Background: an optimization exercise with open tools, aiming at small area. Do not read the settings as production practice.
RTL that was checked went through simulation tests only; none was proved equivalent to the original.
The flow treats the clock pin as an ideal source. Dropping or thinning the clock tree relies on that and would not hold on a real chip.
Power and IR drop assume default switching activity.

==> flow/design.v (excerpt) <==
module dragonbridge_top(
		input wire clk,
		input wire rst_n,
		output wire[2:0] led,
		input wire rxd,
		output wire txd,
		output wire cs_n,
		output wire sck,
		output wire mosi,
		input wire miso,
		input wire i2c_sda_i,
		output wire i2c_sda_o,
		output wire i2c_scl_o
	);
export LEC_CHECK = 0
export CAP_MARGIN = 20
export CORE_MARGIN = 2
export CORE_UTILIZATION = 60
export PLACE_DENSITY = 0.75
export SLEW_MARGIN = 20
create_clock -name core_clock -period 10.0 [get_ports {clk}]
standard.sh (not shown) runs the stock make flow with config.mk's settings and CLKGATE_MAP_FILE= SYNTH_SCRIPT=/design/flow/synth_recipe.tcl, a recipe that flattens the netlist after the stock synthesis.
==> flow/flow/run.sh <==
#!/bin/bash
# Own layout flow. It runs the standard flow (standard.sh) with three changes:
#  - synthesis: synth_recipe.tcl unchanged, except that Yosys's final ABC technology
#    mapping (after the registers are mapped, so the registers are the standard
#    synthesis's) is run with each of the area-oriented scripts flow/abc_*.script,
#    and the smallest result is kept;
#  - port buffers: every input and output port still gets a buffer, but a buf_1;
#  - clock tree: built by flow/my_cts.tcl (the PRE_CTS_TCL hook) instead of TritonCTS:
#    the clock port drives four clkbuf cells, each driving a quarter of the flip-flops.
# Each tool's full log stays in orfs/logs/...; make's own output goes to flow_make.log.
set -o pipefail
HERE=$(pwd)
export MY_ABC_SCRIPTS="$(ls $HERE/flow/abc_*.script | tr '\n' ' ')"
cat > $HERE/my_synth.tcl <<'EOT'
proc abc {args} {
  set i [lsearch $args -script]
  if {$i < 0} { yosys abc {*}$args; return }
  set libargs ""
  foreach lib $::env(LIB_FILES) { append libargs "-liberty $lib " }
  yosys design -save pre_abc
  set besta 1e18
  set bestsc ""
  foreach sc $::env(MY_ABC_SCRIPTS) {
    yosys design -load pre_abc
    set a $args
    lset a [expr {$i+1}] $sc
    yosys abc {*}$a
    set txt [yosys tee -q -s result.string stat {*}$libargs]
    if {[regexp {Chip area for module[^:]*:\s*([0-9.]+)} $txt -> area]} {
      puts "MYABC $sc area $area"
      if {$area < $besta} { set besta $area; set bestsc $sc; yosys design -save best_abc }
    }
  }
  puts "MYABC best $bestsc $besta"
  yosys design -load best_abc
}
EOT
cat $HERE/synth_recipe.tcl >> $HERE/my_synth.tcl
CTS="-sink_clustering_enable -repair_clock_nets -dont_use_dummy_load -buf_list sky130_fd_sc_hd__clkbuf_8 -sink_clustering_size 40 -sink_clustering_max_diameter 400"
export MY_CLK_BUF=sky130_fd_sc_hd__clkbuf_16 MY_CLK_NX=2 MY_CLK_NY=2
bash standard.sh "SYNTH_SCRIPT=$HERE/my_synth.tcl" "PRE_CTS_TCL=$HERE/flow/my_cts.tcl" "BUFFER_PORTS_ARGS=-buffer_cell sky130_fd_sc_hd__buf_1" "CTS_ARGS=$CTS" finish > $HERE/flow_make.log 2>&1
==> flow/flow/my_cts.tcl <==
# PRE_CTS_TCL hook: a hand-built clock tree replaces TritonCTS. The clock port
# drives MY_CLK_NBUF buffers (MY_CLK_BUF cells); each drives the flip-flops of one
# region of the placement (the regions split the flip-flops evenly).
rename clock_tree_synthesis orig_clock_tree_synthesis
proc my_split {items axis n} {
  # split a list of {iterm x y} into n groups of nearly equal size along axis (1=x, 2=y)
  set s [lsort -integer -index $axis $items]
  set len [llength $s]
  set out {}
  for {set i 0} {$i < $n} {incr i} {
    set a [expr {($len * $i) / $n}]
    set b [expr {($len * ($i + 1)) / $n - 1}]
    lappend out [lrange $s $a $b]
  }
  return $out
}
proc clock_tree_synthesis {args} {
  puts "my_cts: hand-built clock tree instead of clock_tree_synthesis $args"
  set db [ord::get_db]
  set block [ord::get_db_block]
  set clknet [[lindex [$block getBTerms] [lsearch -exact [lmap b [$block getBTerms] {$b getName}] clk]] getNet]
  set sinks {}
  foreach it [$clknet getITerms] {
    set loc [[$it getInst] getLocation]
    lappend sinks [list $it [lindex $loc 0] [lindex $loc 1]]
  }
  puts "my_cts: [llength $sinks] sinks"
  set nx $::env(MY_CLK_NX)
  set ny $::env(MY_CLK_NY)
  set clusters {}
  foreach col [my_split $sinks 1 $nx] {
    foreach cl [my_split $col 2 $ny] { lappend clusters $cl }
  }
  set master [$db findMaster $::env(MY_CLK_BUF)]
  set k 0
  foreach cl $clusters {
    set sx 0; set sy 0
    foreach s $cl { incr sx [lindex $s 1]; incr sy [lindex $s 2] }
    set cx [expr {$sx / [llength $cl]}]
    set cy [expr {$sy / [llength $cl]}]
    set inst [odb::dbInst_create $block $master "clkbuf_hand_$k"]
    set net [odb::dbNet_create $block "clknet_hand_$k"]
    $net setSigType CLOCK
    [$inst findITerm A] connect $clknet
    [$inst findITerm X] connect $net
    foreach s $cl { set it [lindex $s 0]; $it disconnect; $it connect $net }
    $inst setLocation $cx $cy
    $inst setPlacementStatus PLACED
    puts "my_cts: buffer $k at $cx $cy drives [llength $cl] sinks"
    incr k
  }
  $clknet setSigType CLOCK
  set_propagated_clock [all_clocks]
}
Other scripts of this flow, unchanged in this note and not shown: flow/flow/abc_0.script, flow/flow/abc_1.script
Then changed:
--- a/flow/flow/run.sh
+++ b/flow/flow/run.sh
@@ -38,4 +38,3 @@
 cat $HERE/synth_recipe.tcl >> $HERE/my_synth.tcl
-CTS="-sink_clustering_enable -repair_clock_nets -dont_use_dummy_load -buf_list sky130_fd_sc_hd__clkbuf_8 -sink_clustering_size 40 -sink_clustering_max_diameter 400"
 export MY_CLK_BUF=sky130_fd_sc_hd__clkbuf_16 MY_CLK_NX=2 MY_CLK_NY=2
-bash standard.sh "SYNTH_SCRIPT=$HERE/my_synth.tcl" "PRE_CTS_TCL=$HERE/flow/my_cts.tcl" "BUFFER_PORTS_ARGS=-buffer_cell sky130_fd_sc_hd__buf_1" "CTS_ARGS=$CTS" finish > $HERE/flow_make.log 2>&1
+bash standard.sh "SYNTH_SCRIPT=$HERE/my_synth.tcl" "PRE_CTS_TCL=$HERE/flow/my_cts.tcl" "BUFFER_PORTS_ARGS=-buffer_cell sky130_fd_sc_hd__buf_1" finish > $HERE/flow_make.log 2>&1
==> flow/flow/abc_2.script (new file) <==
strash
&get -n
&deepsyn -T 40 -S 2
&put
dch -f
map -a
mfs2
strash
dc2
dch -f
map -a
mfs2
strash
dch -f
&get -n
&nf -R 1000 -p -a -F 8 -A 4
&put
topo
==> flow/flow/abc_3.script (new file) <==
strash
&get -n
&deepsyn -T 40 -S 3
&put
dch -f
map -a
mfs2
strash
dc2
dch -f
map -a
mfs2
strash
dch -f
&get -n
&nf -R 1000 -p -a -F 8 -A 4
&put
topo
==> flow/flow/abc_4.script (new file) <==
strash
&get -n
&deepsyn -T 40 -S 4
&put
dch -f
map -a
mfs2
strash
dc2
dch -f
map -a
mfs2
strash
dch -f
&get -n
&nf -R 1000 -p -a -F 8 -A 4
&put
topo
==> flow/flow/abc_5.script (new file) <==
strash
&get -n
&deepsyn -T 40 -S 5
&put
dch -f
map -a
mfs2
strash
dc2
dch -f
map -a
mfs2
strash
dch -f
&get -n
&nf -R 1000 -p -a -F 8 -A 4
&put
topo
==> flow/flow/abc_6.script (new file) <==
strash
&get -n
&deepsyn -T 40 -S 6
&put
dch -f
map -a
mfs2
strash
dc2
dch -f
map -a
mfs2
strash
dch -f
&get -n
&nf -R 1000 -p -a -F 8 -A 4
&put
topo
==> flow/flow/abc_7.script (new file) <==
strash
&get -n
&deepsyn -T 40 -S 7
&put
dch -f
map -a
mfs2
strash
dc2
dch -f
map -a
mfs2
strash
dch -f
&get -n
&nf -R 1000 -p -a -F 8 -A 4
&put
topo
==> flow/flow/abc_8.script (new file) <==
strash
&get -n
&deepsyn -T 40 -S 8
&put
dch -f
map -a
mfs2
strash
dc2
dch -f
map -a
mfs2
strash
dch -f
&get -n
&nf -R 1000 -p -a -F 8 -A 4
&put
topo
The changed run completed without violations.
Design area goes down by 0.39%.
Routed wire length goes up by 2.5%.
Power goes up by 1.1%.
In every run of this note, the design's own scripts or RTL, not TritonCTS, make the clock network.


## run 4
The RTL this note starts from:
==> flow/design.v <==
`timescale 1ns / 1ps
module dragonbridge_top(
		input wire clk,
		input wire rst_n,
		output wire[2:0] led,
		input wire rxd,
		output wire txd,
		output wire cs_n,
		output wire sck,
		output wire mosi,
		input wire miso,
		input wire i2c_sda_i,
		output wire i2c_sda_o,
		output wire i2c_scl_o
	);
	reg rst_s;
	reg rst;
	always @(posedge clk)
	begin
		rst_s <= ~rst_n;
		rst <= rst_s;
	end
	localparam[4:0] S_IDLE    = 5'h00;
	localparam[4:0] A_TEST    = 5'h01;
	localparam[4:0] A_BAUDH   = 5'h02;
	localparam[4:0] A_SPISPD  = 5'h03;
	localparam[4:0] A_SPIMODE = 5'h04;
	localparam[4:0] A_CS      = 5'h05;
	localparam[4:0] A_SPIGET  = 5'h06;
	localparam[4:0] A_I2CH    = 5'h07;
	localparam[4:0] I_DLY2S   = 5'h08;	 
	localparam[4:0] I_DLY2P   = 5'h09;
	localparam[4:0] A_WRGET   = 5'h0A;
	localparam[4:0] I_DLY2R   = 5'h0B;
	localparam[4:0] A_HACK    = 5'h0C;
	localparam[4:0] S_DLY     = 5'h0D;	 
	localparam[4:0] A_BAUDL   = 5'h10;
	localparam[4:0] A_I2CL    = 5'h11;
	localparam[4:0] S_SRQ     = 5'h12;	 
	localparam[4:0] S_SGT     = 5'h13;	 
	localparam[4:0] S_TXST    = 5'h14;	 
	localparam[4:0] S_TXW     = 5'h15;	 
	localparam[4:0] S_RDY     = 5'h16;	 
	localparam[4:0] I_DLY1    = 5'h17;
	localparam[4:0] I_FLAG    = 5'h18;	 
	localparam[4:0] I_CLK     = 5'h19;	 
	localparam[4:0] I_ACT     = 5'h1A;	 
	reg[4:0] st;
	reg[1:0] op;	 
	reg[8:0] udiv;	 
	reg bhi;
	reg[7:0] sdiv;
	reg cpol;
	reg cpha;
	reg cs_r;
	reg[15:0] idiv;
	reg hack;
	reg rx_s;
	reg rx_act;
	reg[8:0] rx_tmr;
	reg[9:0] rx_fr;
	wire rx_time = (rx_tmr == udiv);
	wire rdy = ~rx_fr[0] & ~rx_act;
	wire[7:0] rb = rx_fr[8:1];
	always @(posedge clk)
	begin
		rx_s <= rxd;
		if(rst)
			rx_act <= 1'b0;
		else if(~rx_fr[0] & rx_act)
			rx_act <= 1'b0;
		else if(~rx_s)
			rx_act <= 1'b1;
		if(~rx_act)
			rx_tmr <= {1'b0, udiv[8:1]};
		else if(rx_time)
			rx_tmr <= 9'd0;
		else
			rx_tmr <= rx_tmr + 9'd1;
		if(rst | ~rx_act)
			rx_fr <= 10'h3FF;
		else if(rx_time)
			rx_fr <= {rx_s, rx_fr[9:1]};
	end
	reg[8:0] D;	 
	reg[8:0] T;	 
	reg[3:0] C;	 
	reg txd_r;
	reg ack;
	reg sck_r;
	reg mosi_r;
	reg scl_r;
	reg sda_r;
	reg[15:0] cnt;
	wire p1 = (cnt == 16'd0);
	wire p2 = (cnt == {1'b0, idiv[15:1]});
	wire clk_act = (st == I_CLK) | (st == I_ACT);
	wire t_udiv = (T == udiv);
	wire t_sdiv = (T[7:0] == sdiv);
	wire pulse = (T[7:0] == 8'd0);
	wire c15 = (C == 4'hF);
	wire spi_last = (st == S_SGT) & pulse & c15;
	wire i_p1h = p1 & scl_r;
	wire i_p1l = p1 & ~scl_r;
	assign led = {cs_n, txd, rxd};
	assign txd = txd_r;
	assign cs_n = cs_r;
	assign sck = sck_r;
	assign mosi = mosi_r;
	assign i2c_sda_o = sda_r;
	assign i2c_scl_o = scl_r;
	always @(posedge clk)
	begin
		if(rst)
			cnt <= 16'd0;
		else if(cnt == idiv)
			cnt <= 16'd0;
		else
			cnt <= cnt + 16'd1;
		if(rst)
			scl_r <= 1'b1;
		else if(clk_act & p2)
			scl_r <= ~scl_r;
		if(rst)
			sda_r <= 1'b1;
		else if(((st == I_FLAG) | (st == I_CLK)) & ~op[1] & i_p1l)
			sda_r <= ~op[0];
		else if((st == I_CLK) & i_p1h)
			sda_r <= op[0];
		else if((st == I_ACT) & i_p1l)
			sda_r <= D[8];
		if((st == I_ACT) & i_p1h & c15)
			ack <= i2c_sda_i;
		case(st)
			S_SRQ, S_SGT: T <= (spi_last | t_sdiv) ? 9'd0 : T + 9'd1;
			S_TXW: T <= t_udiv ? 9'd0 : T + 9'd1;
			default: T <= 9'd0;
		endcase
		if(st == S_SRQ)
			C <= 4'd0;
		else if(st == S_SGT)
		begin
			if(pulse & ~c15)
				C <= C + 4'd1;
		end
		else if((st == I_FLAG) & op[1] & i_p1h)
			C <= 4'd6;
		else if((st == I_ACT) & i_p1l)
			C <= C + 4'd1;
		case(st)
			S_IDLE: if(rdy)
			begin
				if(rb == 8'h0B)
					D <= {~hack, 8'hFF};
				else
					D <= {8'h80, ~ack};
			end
			A_TEST, A_SPIGET, A_WRGET: if(rdy) D <= {1'b1, rb};
			S_SGT: if(pulse & C[0]) D <= {D[7:0], miso};
			I_FLAG: if(op[1] & i_p1h) D <= {D[7:0], D[8]};
			I_ACT: if(i_p1h)
			begin
				if(c15)
					D[8] <= 1'b1;
				else if(C != 4'd6)
					D <= {D[7:0], i2c_sda_i};
			end
			S_TXST: D[8] <= 1'b1;
			S_TXW: if(t_udiv) D <= {1'b0, D[8:1]};
			default: ;
		endcase
		if(rst)
			txd_r <= 1'b1;
		else if(st == S_TXST)
			txd_r <= 1'b0;
		else if((st == S_TXW) & t_udiv)
			txd_r <= D[0] | (D == 9'd0);
		if((st == A_BAUDH) & rdy)
			bhi <= rb[0];
		if(rst)
			st <= S_IDLE;
		else case(st)
			S_IDLE: if(rdy)
			begin
				op <= rb[1:0];
				st <= ((rb[7:4] == 4'h0) && (rb[3:1] != 3'b111)) ? {1'b0, rb[3:0]} : S_IDLE;
			end
			A_TEST: if(rdy) st <= S_TXST;
			A_BAUDH: if(rdy) st <= A_BAUDL;
			A_SPISPD, A_SPIMODE, A_CS, A_HACK, A_BAUDL, A_I2CL: if(rdy) st <= S_IDLE;
			A_SPIGET: if(rdy) st <= S_SRQ;
			A_I2CH: if(rdy) st <= A_I2CL;
			A_WRGET: if(rdy) st <= I_DLY1;
			I_DLY2S, I_DLY2P, I_DLY2R: st <= I_DLY1;
			S_DLY: st <= S_TXST;
			S_SRQ: st <= S_SGT;
			S_SGT: if(spi_last) st <= S_DLY;
			S_TXST: st <= S_TXW;
			S_TXW: if(t_udiv & (D == 9'd0)) st <= S_RDY;
			S_RDY: st <= S_IDLE;
			I_DLY1: st <= I_FLAG;
			I_FLAG: if(i_p1h) st <= op[1] ? I_ACT : I_CLK;
			I_CLK: if(i_p1h) st <= S_RDY;
			I_ACT: if(i_p1h & c15) st <= op[0] ? S_DLY : S_RDY;
			default: st <= S_IDLE;
		endcase
	end
	always @(posedge clk or posedge rst)
	begin
		if(rst)
		begin
			sck_r <= 1'b0;
			mosi_r <= 1'b0;
		end
		else
		begin
			if(st != S_SGT)
				sck_r <= cpol;
			else if(pulse)
				sck_r <= c15 ? cpol : ~sck_r;
			if((st == S_SRQ) & ~cpha)
				mosi_r <= D[7];
			else if((st == S_SGT) & pulse & ~c15)
			begin
				if(cpha & ~C[0])
					mosi_r <= D[7];
				else if(~cpha & C[0])
					mosi_r <= D[6];
			end
		end
	end
	always @(posedge clk or posedge rst)
	begin
		if(rst)
			cs_r <= 1'b0;
		else if(rdy & (st == A_CS))
			cs_r <= rb[0];
	end
	always @(posedge clk)
	begin
		if(rst)
		begin
			udiv <= 9'd433;
			sdiv <= 8'h00;
			cpol <= 1'b0;
			cpha <= 1'b0;
			idiv <= 16'h0000;
			hack <= 1'b0;
		end
		else if(rdy)
		begin
			case(st)
				A_BAUDL: udiv <= {bhi, rb};
				A_SPISPD: sdiv <= rb;
				A_SPIMODE:
				begin
					cpha <= rb[0];
					cpol <= rb[1];
				end
				A_I2CH: idiv[15:8] <= rb;
				A_I2CL: idiv[7:0] <= rb;
				A_HACK: hack <= rb[0];
				default: ;
			endcase
		end
	end
endmodule
export LEC_CHECK = 0
export CAP_MARGIN = 20
export CORE_MARGIN = 2
export CORE_UTILIZATION = 60
export PLACE_DENSITY = 0.75
export SLEW_MARGIN = 20
create_clock -name core_clock -period 10.0 [get_ports {clk}]
==> flow/flow/run.sh <==
#!/bin/bash
set -o pipefail
CTS="-sink_clustering_enable -repair_clock_nets -dont_use_dummy_load -buf_list sky130_fd_sc_hd__clkbuf_8 -sink_clustering_size 40 -sink_clustering_max_diameter 400"
bash standard.sh "BUFFER_PORTS_ARGS=-buffer_cell sky130_fd_sc_hd__buf_1" "CTS_ARGS=$CTS" finish > flow_make.log 2>&1
The flow did not stop early for run 4: all stages ran, and the layout cleared the timing, design-rule and antenna checks.
diff inputs: run 4 => run 5
- setting CTS_CLUSTER_DIAMETER to 400 for the first time
- setting CTS_BUF_LIST to sky130_fd_sc_hd__clkbuf_8 for the first time
- setting CTS_CLUSTER_SIZE to 40 for the first time
==> flow/run.sh (new file) <==
#!/bin/bash
# synth_recipe.tcl (not shown) runs the flow's synth.tcl, then flattens the netlist and writes it again
# the make line also repeats each setting of config.mk as NAME=value (left out here)
make -C /OpenROAD-flow-scripts/flow DESIGN_CONFIG=/design/flow/config.mk WORK_HOME=/design/flow/orfs CLKGATE_MAP_FILE= SYNTH_SCRIPT=/design/flow/synth_recipe.tcl finish
removed: flow/flow/run.sh
removed: flow/standard.sh
### Flow results
- Delta (run 5 minus run 4): clock group total power rose by about 30%, actual transition at the worst max-transition pin went up 26 ps, global-route wire length before repair went down about 1.8%, fraction of standard cell area that is sequential went down by 0.93 points, final total power moved up.
- Cmp run 5 and run 4 / share of the clock period used by the worst path after layout / higher: run 5
- Diff run 5 and run 4: worst hold slack lower in run 4
No run of this note included a check of the RTL's function; only the layout flow was run.

## static timing again, ports no longer ideal
Ports are ideal in the flow. The routed layouts listed here were re-timed in OpenROAD.
Step 1 sets driving cells, clkbuf_16 on the clock port and buf_2 on the other inputs (assumed; they add their load-dependent delay and slew).
Step 2, shift: input delay + t, output delay - t, t = (earliest + latest rising clock arrival at the registers) / 2. This alone moves slack from input paths to output paths.
Slacks: no drivers / after step 1 / after step 2; pairs: no drivers / after step 1.
run	t, ns	slack for setup (ns)	clock arrival spread, ns	pins driven straight from the clock port
the first run of note 1	0.246	5.765 / 5.740 / 5.740	0.017 / 0.017	4
the second run of note 1	0.251	5.770 / 5.747 / 5.747	0.014 / 0.014	4
run 4	0.400	5.773 / 5.748 / 5.748	0.034 / 0.034	1
run 5	0.414	4.995 / 4.969 / 4.969	0.017 / 0.017	1
After both steps setup and hold are still met in every run listed. The setup slack of run 5, which loses most, moves by -0.026 ns with the drivers and by -0.026 ns with both steps.
